This is an optimization exercise on Yosys and OpenROAD, whose aim is small area, a short achievable clock period and few clock cycles per item, not a production implementation.
No functional check of the RTL was part of any run shown here.

==> flow/design.v, too long to show whole: its modules and the start of the top module <==
// module requant: 3809 lines
// module requant_top: 54 lines
module requant_top (
    input  wire        clk,
    input  wire        rst,
    input  wire [31:0] in_A_tdata,
    input  wire        in_A_tlast,
    input  wire        in_A_tvalid,
    output wire        in_A_tready,
    input  wire [31:0] in_bias_tdata,
    input  wire        in_bias_tlast,
    input  wire        in_bias_tvalid,
    output wire        in_bias_tready,
    input  wire [31:0] in_m_tdata,
    input  wire        in_m_tlast,
    input  wire        in_m_tvalid,
    output wire        in_m_tready,
    input  wire [7:0]  in_e_tdata,
    input  wire        in_e_tlast,
    input  wire        in_e_tvalid,
    output wire        in_e_tready,
    output wire [7:0]  out_D_tdata,
    output wire        out_D_tlast,
    output wire        out_D_tvalid,
    input  wire        out_D_tready
);
  // ...
==> flow/flow/run.sh <==
#!/bin/bash
set -euo pipefail
MARGIN=5.75
EXTRA="'BUFFER_PORTS_ARGS=-buffer_cell sky130_fd_sc_hd__buf_2'"
sed -e "s/SETUP_SLACK_MARGIN=[-0-9.]*/SETUP_SLACK_MARGIN=${MARGIN}/" \
    -e "s|\"\${@:-finish}\"|${EXTRA} \"\${@:-finish}\"|" standard.sh > standard_mod.sh
grep -q "SETUP_SLACK_MARGIN=${MARGIN}" standard_mod.sh
grep -q "BUFFER_PORTS_ARGS" standard_mod.sh
bash standard_mod.sh synth > flow_synth.log 2>&1
RES="$PWD/orfs/results/${FLOW_PLATFORM:-sky130hd}/requant_top/base"
cp "$RES/1_synth.odb" "$RES/1_synth_std.odb"
openroad -python -exit flow/fa_polarity.py "$RES/1_synth_std.odb" "$RES/1_synth.odb" > fa_polarity.log 2>&1
touch "$RES/1_synth.sdc"
bash standard_mod.sh > flow_make.log 2>&1
==> flow/flow/fa_polarity.py <==
# Inverter clean-up around full adders, run on the synthesized netlist
# (1_synth.odb) before floorplanning.
#
# Yosys's full-adder extraction leaves many inverters between full-adder
# cells.  A full adder is self-dual: FA(~a, ~b, ~c) = (~cout, ~sum).  So any
# full adder may be "flipped" (all three inputs and both outputs complemented)
# without changing the logic.  This script removes the plain inverters of the
# netlist, chooses a flip for each full adder that needs few inverters, and
# puts back one inverter per signal whose complement some pin needs.  Only
# combinational cells change; registers and ports are untouched.
import sys
import odb

src, dst = sys.argv[1], sys.argv[2]
db = odb.dbDatabase.create()
odb.read_db(db, src)
blk = db.getChip().getBlock()

INV = 'sky130_fd_sc_hd__inv_1'
inv_master = db.findMaster(INV)

def is_inv(inst):
    n = inst.getMaster().getName()
    return n.startswith('sky130_fd_sc_hd__inv_') or n.startswith('sky130_fd_sc_hd__clkinv_')

def is_fa(inst):
    return inst.getMaster().getName().startswith('sky130_fd_sc_hd__fa_')

def sig_iterms(inst):
    return [it for it in inst.getITerms() if it.getSigType() not in ('POWER', 'GROUND')]

def net_has_port(net):
    return net is not None and len(list(net.getBTerms())) > 0

def driver(net):
    for it in net.getITerms():
        if it.isOutputSignal():
            return it
    return None

# inverters we may remove: input and output nets are plain internal nets
removable = []
for inst in blk.getInsts():
    if not is_inv(inst):
        continue
    a = inst.findITerm('A').getNet()
    y = inst.findITerm('Y').getNet()
    if a is None or y is None or net_has_port(a) or net_has_port(y):
        continue
    if a.getSigType() == 'CLOCK' or y.getSigType() == 'CLOCK':
        continue
    removable.append(inst)
rem_set = set(r.getName() for r in removable)

def root(net):
    """(root net, polarity) after stripping removable inverters."""
    p = 0
    seen = 0
    while True:
        d = driver(net)
        if d is None or d.getInst().getName() not in rem_set:
            return net, p
        net = d.getInst().findITerm('A').getNet()
        p ^= 1
        seen += 1
        if seen > 1000:
            raise RuntimeError('inverter loop')

# every load pin that is not a removable inverter input: its (root, polarity)
loads = []          # [iterm, rootnet, pol, fa_inst_name or None]
for inst in blk.getInsts():
    if inst.getName() in rem_set:
        continue
    for it in sig_iterms(inst):
        if it.isOutputSignal() or it.getNet() is None:
            continue
        if not it.isInputSignal():
            continue
        r, p = root(it.getNet())
        loads.append([it, r, p, inst.getName() if is_fa(inst) else None])
# output ports driven through removable inverters cannot occur (excluded above)

fa_names = [i.getName() for i in blk.getInsts() if is_fa(i)]
flip = {n: 0 for n in fa_names}
# root net -> FA name that drives it (if any)
drv_fa = {}
for inst in blk.getInsts():
    if is_fa(inst):
        for it in sig_iterms(inst):
            if it.isOutputSignal() and it.getNet() is not None:
                drv_fa[it.getNet().getName()] = inst.getName()

by_root = {}
for ld in loads:
    by_root.setdefault(ld[1].getName(), []).append(ld)
fa_roots = {n: set() for n in fa_names}   # roots an FA touches (inputs and outputs)
for ld in loads:
    if ld[3] is not None:
        fa_roots[ld[3]].add(ld[1].getName())
for rn, fn in drv_fa.items():
    fa_roots[fn].add(rn)

def need(ld):
    rn = ld[1].getName()
    f = flip[drv_fa[rn]] if rn in drv_fa else 0
    g = flip[ld[3]] if ld[3] is not None else 0
    return ld[2] ^ f ^ g

def cost_root(rn):
    return 1 if any(need(ld) for ld in by_root.get(rn, [])) else 0

def total():
    return sum(cost_root(rn) for rn in by_root)

before_inv = len(removable)
c0 = total()
import random

def greedy():
    improved = True
    rounds = 0
    while improved and rounds < 50:
        improved = False
        rounds += 1
        for fn in fa_names:
            rs = fa_roots[fn]
            old = sum(cost_root(r) for r in rs)
            flip[fn] ^= 1
            new = sum(cost_root(r) for r in rs)
            if new < old:
                improved = True
            else:
                flip[fn] ^= 1
    return rounds

rounds = greedy()
best = total()
best_flip = dict(flip)
# perturb and re-descend (deterministic seed)
rng = random.Random(1)
for it in range(int(sys.argv[3]) if len(sys.argv) > 3 else 40):
    for fn in fa_names:
        flip[fn] = best_flip[fn]
    for fn in rng.sample(fa_names, max(1, len(fa_names) // 10)):
        flip[fn] ^= 1
    for fn in fa_names:
        rs = fa_roots[fn]
        old = sum(cost_root(r) for r in rs)
        flip[fn] ^= 1
        if sum(cost_root(r) for r in rs) > old:
            flip[fn] ^= 1
    greedy()
    t = total()
    if t < best:
        best = t
        best_flip = dict(flip)
for fn in fa_names:
    flip[fn] = best_flip[fn]
c1 = total()
print('fa_polarity: %d full adders, %d removable inverters, %d needed before, %d after (%d rounds, %d flipped)'
      % (len(fa_names), before_inv, c0, c1, rounds, sum(flip.values())))

# rebuild: disconnect loads, drop removable inverters, add one inverter per root needing it
inv_net = {}
cnt = [0]
def get_inv(rnet):
    rn = rnet.getName()
    if rn in inv_net:
        return inv_net[rn]
    cnt[0] += 1
    n = odb.dbNet_create(blk, 'fapol_n%d' % cnt[0])
    i = odb.dbInst_create(blk, inv_master, 'fapol_inv%d' % cnt[0])
    i.findITerm('A').connect(rnet)
    i.findITerm('Y').connect(n)
    inv_net[rn] = n
    return n

plan = [(ld[0], ld[1], need(ld)) for ld in loads]
for it, r, p in plan:
    it.disconnect()
old_nets = set()
for inst in removable:
    for it in sig_iterms(inst):
        if it.getNet() is not None:
            old_nets.add(it.getNet().getName())
        it.disconnect()
    odb.dbInst_destroy(inst)
for it, r, p in plan:
    it.connect(get_inv(r) if p else r)
# drop nets left without any connection
for nn in old_nets:
    n = blk.findNet(nn)
    if n is not None and len(list(n.getITerms())) == 0 and len(list(n.getBTerms())) == 0:
        odb.dbNet_destroy(n)
print('fa_polarity: %d inverters in place of %d' % (cnt[0], before_inv))
# a flipped adder's output nets carry the complement of what their names
# (from the RTL) say: give them fresh names
k = 0
for inst in blk.getInsts():
    if is_fa(inst) and flip.get(inst.getName()):
        for it in sig_iterms(inst):
            if it.isOutputSignal() and it.getNet() is not None:
                k += 1
                it.getNet().rename('fapol_x%d' % k)
odb.write_db(db, dst)
==> flow/standard.sh <==
#!/bin/bash
# synth_recipe.tcl (not shown) runs the flow's synth.tcl, then flattens the netlist and writes it again
# the make line also repeats each setting of config.mk as NAME=value (left out here)
make -C /OpenROAD-flow-scripts/flow DESIGN_CONFIG=/design/flow/config.mk WORK_HOME=/design/flow/orfs CLKGATE_MAP_FILE= SYNTH_SCRIPT=/design/flow/synth_recipe.tcl "${@:-finish}"
==> flow/config.mk <==
export PLATFORM = sky130hd
export DESIGN_NAME = requant_top
export DESIGN_NICKNAME = requant_top
export VERILOG_FILES = /design/flow/design.v
export SDC_FILE = /design/flow/constraint.sdc
export NUM_CORES = 4
export LEC_CHECK = 0
export CAP_MARGIN = 20
export CORE_MARGIN = 2
export CORE_UTILIZATION = 65
export SETUP_SLACK_MARGIN = 5
export SLEW_MARGIN = 20
==> flow/constraint.sdc <==
create_clock -name core_clock -period 9.0 [get_ports {clk}]
set_input_delay 1.8000 -clock core_clock [delete_from_list [all_inputs] [get_ports {clk}]]
set_output_delay 1.8000 -clock core_clock [all_outputs]
set_load 0.01 [all_outputs]
==> impl_metrics.yaml, run 1 <==
timing:
  final.setup.worst_slack_ns: 5.64
  fmax_mhz: 298
finish:
  antenna_cells: 3
  fin_cells: 5091
  multi_input_area_um2: 28300
  layout_common_cells: "471 x a22oi_1, 451 x dfxtp_1, 415 x fa_1, 351 x xnor2_1, 273 x inv_1"
  nClkBuffers: 99
  final_common_cell: "a22oi_1"
  multi_input_area_share: 0.552
  largest_class: "multi-input gates"
  seqCellArea_um2: 15000
  areaGrowthSynthToFinish_pct: 14.1
  final_util: 0.749
  largest_register_ff_count: 186
  nNetsFinal: 4876
status:
  outcome: "no timing/DRC/antenna violations"
job:
  max_cap_viol_count: 0
global_routing:
  grt_busiest_layer: "met2"
  gr-usage-met1: 0.447
  grt_overflow: 0
clock_tree:
  root_buffer: "clkbuf_16"
  cts_setup_buffers: 39
  numCtsBuffers: 74
  insertion_delay_ns: 0.65
die:
  die_h_um: 267
  core_um2: 68500
  rows: 96
  fp.dieW_um: 267
  start_util: 0.656
  num_io_pins: 129
routing:
  drt_iter0_drc: 4053
  first_pass_iters: 9
  drc_errors: 0
  topRoutingLayerUsed: "met4"
hold_path:
  min_to: "requant_QKV.sh3[6]$_DFF_P_"
worst_setup_path:
  crit_arrival_ns: 3.87
  r2r_cells: 11
  cp_top_family: "compound AO/OA/AOI/OAI gates"
  cp_common_cell: "fa_2"
placed_design:
  portBuffers: 128
synthesis:
  synth_warnings: 1
==> inputs of run 2 (changes only) <==
--- a/flow/design.v
+++ b/flow/design.v
@@ -66,20 +66,20 @@
         ra <= ~va_n | fire_n; rb <= ~vb_n | fire_n;
         rm <= ~vm_n | fire_n; re <= ~ve_n | fire_n;
         fire <= fire_n;
         th <= th_n;
         p1 <= fire; p2 <= p1; p3 <= p2; p4 <= p3; p5 <= p4;
     end
 end
 always @(posedge clk) begin
-    if (~va | fire) begin a_r <= in_A_tdata;    la <= in_A_tlast;    end
-    if (~vb | fire) begin b_r <= in_bias_tdata; lb <= in_bias_tlast; end
-    if (~vm | fire) begin m_r <= in_m_tdata;    lm <= in_m_tlast;    end
-    if (~ve | fire) begin e_r <= in_e_tdata;    le <= in_e_tlast;    end
+    if (ra) begin a_r <= in_A_tdata;    la <= in_A_tlast;    end
+    if (rb) begin b_r <= in_bias_tdata; lb <= in_bias_tlast; end
+    if (rm) begin m_r <= in_m_tdata;    lm <= in_m_tlast;    end
+    if (re) begin e_r <= in_e_tdata;    le <= in_e_tlast;    end
 end
 reg  [31:0] X;
 reg  [15:0] neg, one, two;
 reg  [6:0]  sh1;
 reg         nr1;
 wire [32:0] mx = {m_r, 1'b0};
 wire [15:0] neg_n, one_n, two_n;
 genvar gi;
@@ -3484,26 +3484,26 @@
 assign ts1051 = q2[180] ^ q2[181];
 assign tc1052 = q2[180] & q2[181];
 assign ts1053 = q2[182] ^ q2[183];
 assign tc1054 = q2[182] & q2[183];
 assign ts1055 = q2[184] ^ q2[185];
 assign tc1056 = q2[184] & q2[185];
 wire [63:0] rs = {tc1056, tc1054, tc1052, tc1050, tc1048, tc1046, tc1044, tc1042, tc1040, tc1038, tc1036, tc1034, tc1032, tc1030, tc1028, tc1026, tc1024, tc1022, tc1020, tc1018, tc1016, tc1014, tc1012, tc1010, tc1008, tc1006, tc1004, tc1002, tc1000, tc998, tc996, tc994, tc992, tc990, tc988, tc986, tc984, tc982, tc980, tc978, tc976, tc974, tc972, tc970, tc968, tc966, tc964, ts963, q2[29], q2[27], q2[25], q2[23], q2[21], q2[19], q2[17], q2[15], q2[13], q2[11], q2[9], q2[7], q2[5], q2[3], q2[2], q2[0]};
 wire [63:0] rc = {1'b1, ts1055, ts1053, ts1051, ts1049, ts1047, ts1045, ts1043, ts1041, ts1039, ts1037, ts1035, ts1033, ts1031, ts1029, ts1027, ts1025, ts1023, ts1021, ts1019, ts1017, ts1015, ts1013, ts1011, ts1009, ts1007, ts1005, ts1003, ts1001, ts999, ts997, ts995, ts993, ts991, ts989, ts987, ts985, ts983, ts981, ts979, ts977, ts975, ts973, ts971, ts969, ts967, ts965, q2[94], q2[30], q2[28], q2[26], q2[24], q2[22], q2[20], q2[18], q2[16], q2[14], q2[12], q2[10], q2[8], q2[6], q2[4], 1'b0, q2[1]};
-reg  [31:0] lo3, hs3, hc3;
+reg  [31:0] lo3, hs3;
 reg         c3;
 reg  [6:0]  sh3;
 reg         nr3;
 always @(posedge clk) begin
     {c3, lo3} <= {1'b0, rs[31:0]} + {1'b0, rc[31:0]};
-    hs3 <= rs[63:32]; hc3 <= rc[63:32];
+    hs3 <= rs[63:32] + rc[63:32];
     sh3 <= sh2; nr3 <= nr2; l3 <= l2;
 end
-wire [31:0] hi4 = hs3 + hc3 + {31'd0, c3};
+wire [31:0] hi4 = hs3 + {31'd0, c3};
 wire [63:0] mul = {hi4, lo3};
 wire        sgn = mul[63];
 wire [64:0] t6 = {mul, 1'b0};
 wire [63:0] t5;
 assign t5[0] = sh3[6] ? sgn : sh3[5] ? t6[32] : t6[0];
 assign t5[1] = sh3[6] ? sgn : sh3[5] ? t6[33] : t6[1];
 assign t5[2] = sh3[6] ? sgn : sh3[5] ? t6[34] : t6[2];
 assign t5[3] = sh3[6] ? sgn : sh3[5] ? t6[35] : t6[3];
@@ -3611,100 +3611,100 @@
 assign t4[40] = sh3[4] ? t5[56] : t5[40];
 assign t4[41] = sh3[4] ? t5[57] : t5[41];
 assign t4[42] = sh3[4] ? t5[58] : t5[42];
 assign t4[43] = sh3[4] ? t5[59] : t5[43];
 assign t4[44] = sh3[4] ? t5[60] : t5[44];
 assign t4[45] = sh3[4] ? t5[61] : t5[45];
 assign t4[46] = sh3[4] ? t5[62] : t5[46];
 assign t4[47] = sh3[4] ? t5[63] : t5[47];
-reg  [47:0] t4r;
+wire [39:0] t3;
+assign t3[0] = sh3[3] ? t4[8] : t4[0];
+assign t3[1] = sh3[3] ? t4[9] : t4[1];
+assign t3[2] = sh3[3] ? t4[10] : t4[2];
+assign t3[3] = sh3[3] ? t4[11] : t4[3];
+assign t3[4] = sh3[3] ? t4[12] : t4[4];
+assign t3[5] = sh3[3] ? t4[13] : t4[5];
+assign t3[6] = sh3[3] ? t4[14] : t4[6];
+assign t3[7] = sh3[3] ? t4[15] : t4[7];
+assign t3[8] = sh3[3] ? t4[16] : t4[8];
+assign t3[9] = sh3[3] ? t4[17] : t4[9];
+assign t3[10] = sh3[3] ? t4[18] : t4[10];
+assign t3[11] = sh3[3] ? t4[19] : t4[11];
+assign t3[12] = sh3[3] ? t4[20] : t4[12];
+assign t3[13] = sh3[3] ? t4[21] : t4[13];
+assign t3[14] = sh3[3] ? t4[22] : t4[14];
+assign t3[15] = sh3[3] ? t4[23] : t4[15];
+assign t3[16] = sh3[3] ? t4[24] : t4[16];
+assign t3[17] = sh3[3] ? t4[25] : t4[17];
+assign t3[18] = sh3[3] ? t4[26] : t4[18];
+assign t3[19] = sh3[3] ? t4[27] : t4[19];
+assign t3[20] = sh3[3] ? t4[28] : t4[20];
+assign t3[21] = sh3[3] ? t4[29] : t4[21];
+assign t3[22] = sh3[3] ? t4[30] : t4[22];
+assign t3[23] = sh3[3] ? t4[31] : t4[23];
+assign t3[24] = sh3[3] ? t4[32] : t4[24];
+assign t3[25] = sh3[3] ? t4[33] : t4[25];
+assign t3[26] = sh3[3] ? t4[34] : t4[26];
+assign t3[27] = sh3[3] ? t4[35] : t4[27];
+assign t3[28] = sh3[3] ? t4[36] : t4[28];
+assign t3[29] = sh3[3] ? t4[37] : t4[29];
+assign t3[30] = sh3[3] ? t4[38] : t4[30];
+assign t3[31] = sh3[3] ? t4[39] : t4[31];
+assign t3[32] = sh3[3] ? t4[40] : t4[32];
+assign t3[33] = sh3[3] ? t4[41] : t4[33];
+assign t3[34] = sh3[3] ? t4[42] : t4[34];
+assign t3[35] = sh3[3] ? t4[43] : t4[35];
+assign t3[36] = sh3[3] ? t4[44] : t4[36];
+assign t3[37] = sh3[3] ? t4[45] : t4[37];
+assign t3[38] = sh3[3] ? t4[46] : t4[38];
+assign t3[39] = sh3[3] ? t4[47] : t4[39];
+reg  [39:0] t4r;
 reg  [3:0]  sh4;
 reg         nr4;
 always @(posedge clk) begin
-    t4r <= t4; sh4 <= sh3[3:0]; nr4 <= nr3; l4 <= l3;
+    t4r <= t3; sh4 <= sh3[3:0]; nr4 <= nr3; l4 <= l3;
 end
-wire [39:0] t3;
-assign t3[0] = sh4[3] ? t4r[8] : t4r[0];
-assign t3[1] = sh4[3] ? t4r[9] : t4r[1];
-assign t3[2] = sh4[3] ? t4r[10] : t4r[2];
-assign t3[3] = sh4[3] ? t4r[11] : t4r[3];
-assign t3[4] = sh4[3] ? t4r[12] : t4r[4];
-assign t3[5] = sh4[3] ? t4r[13] : t4r[5];
-assign t3[6] = sh4[3] ? t4r[14] : t4r[6];
-assign t3[7] = sh4[3] ? t4r[15] : t4r[7];
-assign t3[8] = sh4[3] ? t4r[16] : t4r[8];
-assign t3[9] = sh4[3] ? t4r[17] : t4r[9];
-assign t3[10] = sh4[3] ? t4r[18] : t4r[10];
-assign t3[11] = sh4[3] ? t4r[19] : t4r[11];
-assign t3[12] = sh4[3] ? t4r[20] : t4r[12];
-assign t3[13] = sh4[3] ? t4r[21] : t4r[13];
-assign t3[14] = sh4[3] ? t4r[22] : t4r[14];
-assign t3[15] = sh4[3] ? t4r[23] : t4r[15];
-assign t3[16] = sh4[3] ? t4r[24] : t4r[16];
-assign t3[17] = sh4[3] ? t4r[25] : t4r[17];
-assign t3[18] = sh4[3] ? t4r[26] : t4r[18];
-assign t3[19] = sh4[3] ? t4r[27] : t4r[19];
-assign t3[20] = sh4[3] ? t4r[28] : t4r[20];
-assign t3[21] = sh4[3] ? t4r[29] : t4r[21];
-assign t3[22] = sh4[3] ? t4r[30] : t4r[22];
-assign t3[23] = sh4[3] ? t4r[31] : t4r[23];
-assign t3[24] = sh4[3] ? t4r[32] : t4r[24];
-assign t3[25] = sh4[3] ? t4r[33] : t4r[25];
-assign t3[26] = sh4[3] ? t4r[34] : t4r[26];
-assign t3[27] = sh4[3] ? t4r[35] : t4r[27];
-assign t3[28] = sh4[3] ? t4r[36] : t4r[28];
-assign t3[29] = sh4[3] ? t4r[37] : t4r[29];
-assign t3[30] = sh4[3] ? t4r[38] : t4r[30];
-assign t3[31] = sh4[3] ? t4r[39] : t4r[31];
-assign t3[32] = sh4[3] ? t4r[40] : t4r[32];
-assign t3[33] = sh4[3] ? t4r[41] : t4r[33];
-assign t3[34] = sh4[3] ? t4r[42] : t4r[34];
-assign t3[35] = sh4[3] ? t4r[43] : t4r[35];
-assign t3[36] = sh4[3] ? t4r[44] : t4r[36];
-assign t3[37] = sh4[3] ? t4r[45] : t4r[37];
-assign t3[38] = sh4[3] ? t4r[46] : t4r[38];
-assign t3[39] = sh4[3] ? t4r[47] : t4r[39];
 wire [35:0] t2;
-assign t2[0] = sh4[2] ? t3[4] : t3[0];
-assign t2[1] = sh4[2] ? t3[5] : t3[1];
-assign t2[2] = sh4[2] ? t3[6] : t3[2];
-assign t2[3] = sh4[2] ? t3[7] : t3[3];
-assign t2[4] = sh4[2] ? t3[8] : t3[4];
-assign t2[5] = sh4[2] ? t3[9] : t3[5];
-assign t2[6] = sh4[2] ? t3[10] : t3[6];
-assign t2[7] = sh4[2] ? t3[11] : t3[7];
-assign t2[8] = sh4[2] ? t3[12] : t3[8];
-assign t2[9] = sh4[2] ? t3[13] : t3[9];
-assign t2[10] = sh4[2] ? t3[14] : t3[10];
-assign t2[11] = sh4[2] ? t3[15] : t3[11];
-assign t2[12] = sh4[2] ? t3[16] : t3[12];
-assign t2[13] = sh4[2] ? t3[17] : t3[13];
-assign t2[14] = sh4[2] ? t3[18] : t3[14];
-assign t2[15] = sh4[2] ? t3[19] : t3[15];
-assign t2[16] = sh4[2] ? t3[20] : t3[16];
-assign t2[17] = sh4[2] ? t3[21] : t3[17];
-assign t2[18] = sh4[2] ? t3[22] : t3[18];
-assign t2[19] = sh4[2] ? t3[23] : t3[19];
-assign t2[20] = sh4[2] ? t3[24] : t3[20];
-assign t2[21] = sh4[2] ? t3[25] : t3[21];
-assign t2[22] = sh4[2] ? t3[26] : t3[22];
-assign t2[23] = sh4[2] ? t3[27] : t3[23];
-assign t2[24] = sh4[2] ? t3[28] : t3[24];
-assign t2[25] = sh4[2] ? t3[29] : t3[25];
-assign t2[26] = sh4[2] ? t3[30] : t3[26];
-assign t2[27] = sh4[2] ? t3[31] : t3[27];
-assign t2[28] = sh4[2] ? t3[32] : t3[28];
-assign t2[29] = sh4[2] ? t3[33] : t3[29];
-assign t2[30] = sh4[2] ? t3[34] : t3[30];
-assign t2[31] = sh4[2] ? t3[35] : t3[31];
-assign t2[32] = sh4[2] ? t3[36] : t3[32];
-assign t2[33] = sh4[2] ? t3[37] : t3[33];
-assign t2[34] = sh4[2] ? t3[38] : t3[34];
-assign t2[35] = sh4[2] ? t3[39] : t3[35];
+assign t2[0] = sh4[2] ? t4r[4] : t4r[0];
+assign t2[1] = sh4[2] ? t4r[5] : t4r[1];
+assign t2[2] = sh4[2] ? t4r[6] : t4r[2];
+assign t2[3] = sh4[2] ? t4r[7] : t4r[3];
+assign t2[4] = sh4[2] ? t4r[8] : t4r[4];
+assign t2[5] = sh4[2] ? t4r[9] : t4r[5];
+assign t2[6] = sh4[2] ? t4r[10] : t4r[6];
+assign t2[7] = sh4[2] ? t4r[11] : t4r[7];
+assign t2[8] = sh4[2] ? t4r[12] : t4r[8];
+assign t2[9] = sh4[2] ? t4r[13] : t4r[9];
+assign t2[10] = sh4[2] ? t4r[14] : t4r[10];
+assign t2[11] = sh4[2] ? t4r[15] : t4r[11];
+assign t2[12] = sh4[2] ? t4r[16] : t4r[12];
+assign t2[13] = sh4[2] ? t4r[17] : t4r[13];
+assign t2[14] = sh4[2] ? t4r[18] : t4r[14];
+assign t2[15] = sh4[2] ? t4r[19] : t4r[15];
+assign t2[16] = sh4[2] ? t4r[20] : t4r[16];
+assign t2[17] = sh4[2] ? t4r[21] : t4r[17];
+assign t2[18] = sh4[2] ? t4r[22] : t4r[18];
+assign t2[19] = sh4[2] ? t4r[23] : t4r[19];
+assign t2[20] = sh4[2] ? t4r[24] : t4r[20];
+assign t2[21] = sh4[2] ? t4r[25] : t4r[21];
+assign t2[22] = sh4[2] ? t4r[26] : t4r[22];
+assign t2[23] = sh4[2] ? t4r[27] : t4r[23];
+assign t2[24] = sh4[2] ? t4r[28] : t4r[24];
+assign t2[25] = sh4[2] ? t4r[29] : t4r[25];
+assign t2[26] = sh4[2] ? t4r[30] : t4r[26];
+assign t2[27] = sh4[2] ? t4r[31] : t4r[27];
+assign t2[28] = sh4[2] ? t4r[32] : t4r[28];
+assign t2[29] = sh4[2] ? t4r[33] : t4r[29];
+assign t2[30] = sh4[2] ? t4r[34] : t4r[30];
+assign t2[31] = sh4[2] ? t4r[35] : t4r[31];
+assign t2[32] = sh4[2] ? t4r[36] : t4r[32];
+assign t2[33] = sh4[2] ? t4r[37] : t4r[33];
+assign t2[34] = sh4[2] ? t4r[38] : t4r[34];
+assign t2[35] = sh4[2] ? t4r[39] : t4r[35];
 wire [33:0] t1;
 assign t1[0] = sh4[1] ? t2[2] : t2[0];
 assign t1[1] = sh4[1] ? t2[3] : t2[1];
 assign t1[2] = sh4[1] ? t2[4] : t2[2];
 assign t1[3] = sh4[1] ? t2[5] : t2[3];
 assign t1[4] = sh4[1] ? t2[6] : t2[4];
 assign t1[5] = sh4[1] ? t2[7] : t2[5];
 assign t1[6] = sh4[1] ? t2[8] : t2[6];
--- a/flow/flow/run.sh
+++ b/flow/flow/run.sh
@@ -1,11 +1,11 @@
 #!/bin/bash
 set -euo pipefail
-MARGIN=5.75
+MARGIN=5.6
 EXTRA="'BUFFER_PORTS_ARGS=-buffer_cell sky130_fd_sc_hd__buf_2'"
 sed -e "s/SETUP_SLACK_MARGIN=[-0-9.]*/SETUP_SLACK_MARGIN=${MARGIN}/" \
     -e "s|\"\${@:-finish}\"|${EXTRA} \"\${@:-finish}\"|" standard.sh > standard_mod.sh
 grep -q "SETUP_SLACK_MARGIN=${MARGIN}" standard_mod.sh
 grep -q "BUFFER_PORTS_ARGS" standard_mod.sh
 bash standard_mod.sh synth > flow_synth.log 2>&1
 RES="$PWD/orfs/results/${FLOW_PLATFORM:-sky130hd}/requant_top/base"
 cp "$RES/1_synth.odb" "$RES/1_synth_std.odb"
==> run 2 against run 1 <==
Wire length decreased by 3.6%. Highest routed layer is now met5. Largest cell class unchanged. Critical path depth unchanged. Register-to-register slack got worse by 0.22 ns. Core utilization decreased by 2.4 points. Area after synthesis decreased by 1.7%. Hold slack improved by 0.022 ns. Cell count decreased by 1.3%. Sequential share of layout area about the same. Synthesized cell count increased by 0.90%.
==> impl_metrics.yaml, run 2 <==
status:
  outcome: "no timing/DRC/antenna violations"
clock_tree:
  clockBufferDepth: 3
  clkTransAtPathRegs_ns: 0.06
  numCtsBuffers: 69
  cts_tree: "built"
  insertion_delay_ns: 0.65
  numClockSinks: 620
  root_buffer: "clkbuf_16"
  cts_hold_repair.buffers: 0
  cts.htree.levels: 3
finish:
  largestRegisters: "requant_QKV.q2 x186, requant_QKV.mem x54, requant_QKV.t4r x40"
  stdcell_area_um2: 48700
  layout_common_cells: "502 x a22oi_1, 422 x fa_1, 399 x dfxtp_1, 381 x xnor2_1, 278 x inv_1"
  top_register: "requant_QKV.q2"
  final_common_cell: "a22oi_1"
  nNetsFinal: 4827
  areaGrowthSynthToFinish_pct: 10.3
  drive_above_1_share: 0.125
  largest_register_ff_count: 186
worst_setup_path:
  path_cells: "fa_1 -> fa_1 -> ha_2 -> a21o_1 -> a21oi_1 -> a21oi_2 -> a211oi_2 -> or2_4 -> or3_1 -> and4b_1 -> a2111oi_2"
  critPathLaunchType: "flop"
  cp_max_fo: 7
  cpMaxStageDelayCell: "fa_1"
  critPathCaptureType: "flop"
  crit_required_ns: 9.53
  path_class: "reg -> reg"
  rrSetupSlack_ns: 5.42
  cp_common_cell: "fa_1"
  crit_arrival_ns: 4.10
  critPathMaxStageDelay_ns: 0.56
routing:
  wire_per_inst_um: 25.8
  routed_wl_um: 129000
  viasPerCell: 6.60
  drc_errors: 0
  first_pass_iters: 9
  vias: 33171
  drt_iter0_drc: 3776
  final_antenna_net_count: 0
placed_design:
  portBuffers: 128
  place.gp.congestion: 0.946
  placedInstanceArea_um2: 45100
  hpwl_um: 83200
timing:
  worst_pin_slew_ns: 1.02
  rsz0062_at_grt: "true"
  finalSetupViolations: 0
  post-route-min-period_ns: 3.58
  fmax_mhz: 279
  finalCritPeriodShare: 0.398
  relSlewSlack: 0.315
  fin_tns_setup_ns: 0
  final_max_slew_viol_count: 0
  hold_viol: 0
  fin_skew_ns: 0.0414
synthesis:
  syn_inst: 4126
  syn_area_um2: 44100
  syn_avg_cell_area_um2: 10.7
  synth_warnings: 1
  synth_fp_nets: 4857
global_routing:
  grt_max_degree: 64
  grt_overflow: 0
  grt_use_total: 0.358
  grt_pass1_wl_um: 195000
  antenna_found_initial: 6
  grt_pass1_vias: 34690
die:
  rows: 95
  die-area_um2: 70000
  die_h_um: 265
  fp.dieW_um: 265
  num_io_pins: 129
  start_util: 0.657
  core_um2: 67200
hold_path:
  worstHoldPathType: "reg -> reg"
job:
  max_cap_viol_count: 0
[run 2: worst max-delay path: cells and delay by family, from the launching register on]
family                   cells  cell delay [ns]
AO/OA/AOI/OAI                5             0.87
adder cells (fa/ha/maj)      3             1.40
flip-flops                   1             0.33
AND/OR/NAND/NOR              3             0.88
[run 2: path summary, 6_finish.rpt]
check	startpoint	to	depth (start not counted)
worst max-delay path	requant_QKV.q2[81]$_DFF_P_	requant_QKV.hs3[31]$_DFF_P_	11
worst min-delay path	requant_QKV.nr1$_DFF_P_	requant_QKV.nr2$_DFF_P_	0
worst max register to register	requant_QKV.q2[81]$_DFF_P_	requant_QKV.hs3[31]$_DFF_P_	11
worst min register to register	requant_QKV.nr1$_DFF_P_	requant_QKV.nr2$_DFF_P_	0
[run 2: stage by stage]
| step | cells | worst slack (ns) | utilization | hold WS [ns] |
|---|---|---|---|---|
| floorplan | 4126 | 5.59 | - | 0.310 |
| global placement | 4856 | 4.94 | 0.672 | 0.312 |
| detailed placement | 4856 | 4.81 | 0.672 | 0.312 |
| CTS | 4998 | 5.48 | 0.714 | 0.326 |
| global route | 5025 | 5.26 | 0.725 | 0.331 |
| finish | 5027 | 5.42 | 0.725 | 0.326 |
[run 2: layout make-up]
class,count,area (µm²)
fillers,4647,18500
flip-flops and latches,620,14300
repair buffers,236,1900
diodes,2,5.00
inverters,281,1070
clock buffers,96,1980
well taps,873,1090
clock inverters,31,428
multi-input cells,2888,28000
[run 2: layer usage]
metal	track usage	vias to the layer above	share of wire
met5	0.00624	-	0.00029
met4	0.174	6	0.062
li1	-	14272	-
met1	0.450	16123	0.36
met3	0.0946	565	0.12
met2	0.578	2205	0.46
[run 2: what timing repair did]
item	in CTS	in global routing
buffers inserted	15	24
endpoints found under the hold margin	0	0
gates resized for setup	72	63
endpoints found under the setup margin	132	81
pin swaps	13	9
gates cloned	0	3

[port drivers added, routing unchanged]
The flow's constraints put no driver on any port. The routed layouts listed below were extracted and timed again, unchanged, in two steps.
Step 1, drivers: a clkbuf_16 drives clk and a buf_2 each remaining input, both assumed.
Step 2, shift: input delay + t, output delay - t, t = (earliest + latest rising clock arrival at the registers) / 2. This alone moves slack from input paths to output paths.
a / b / c = ideal / step 1 / step 2; a / b = the first two.
| run | shift t [ns] | setup slack, ns | slew at the worst register clock pin (ns) |
|---|---|---|---|
| run 1 | 0.695 | 5.642 / 5.642 / 5.527 | 0.07 / 0.07 |
| run 2 | 0.695 | 5.422 / 5.422 / 5.272 | 0.07 / 0.07 |
After both steps setup and hold are still met in every run listed. For run 2, which loses most, drivers alone change the setup slack by 0.000 ns; drivers and shift together by -0.150 ns.
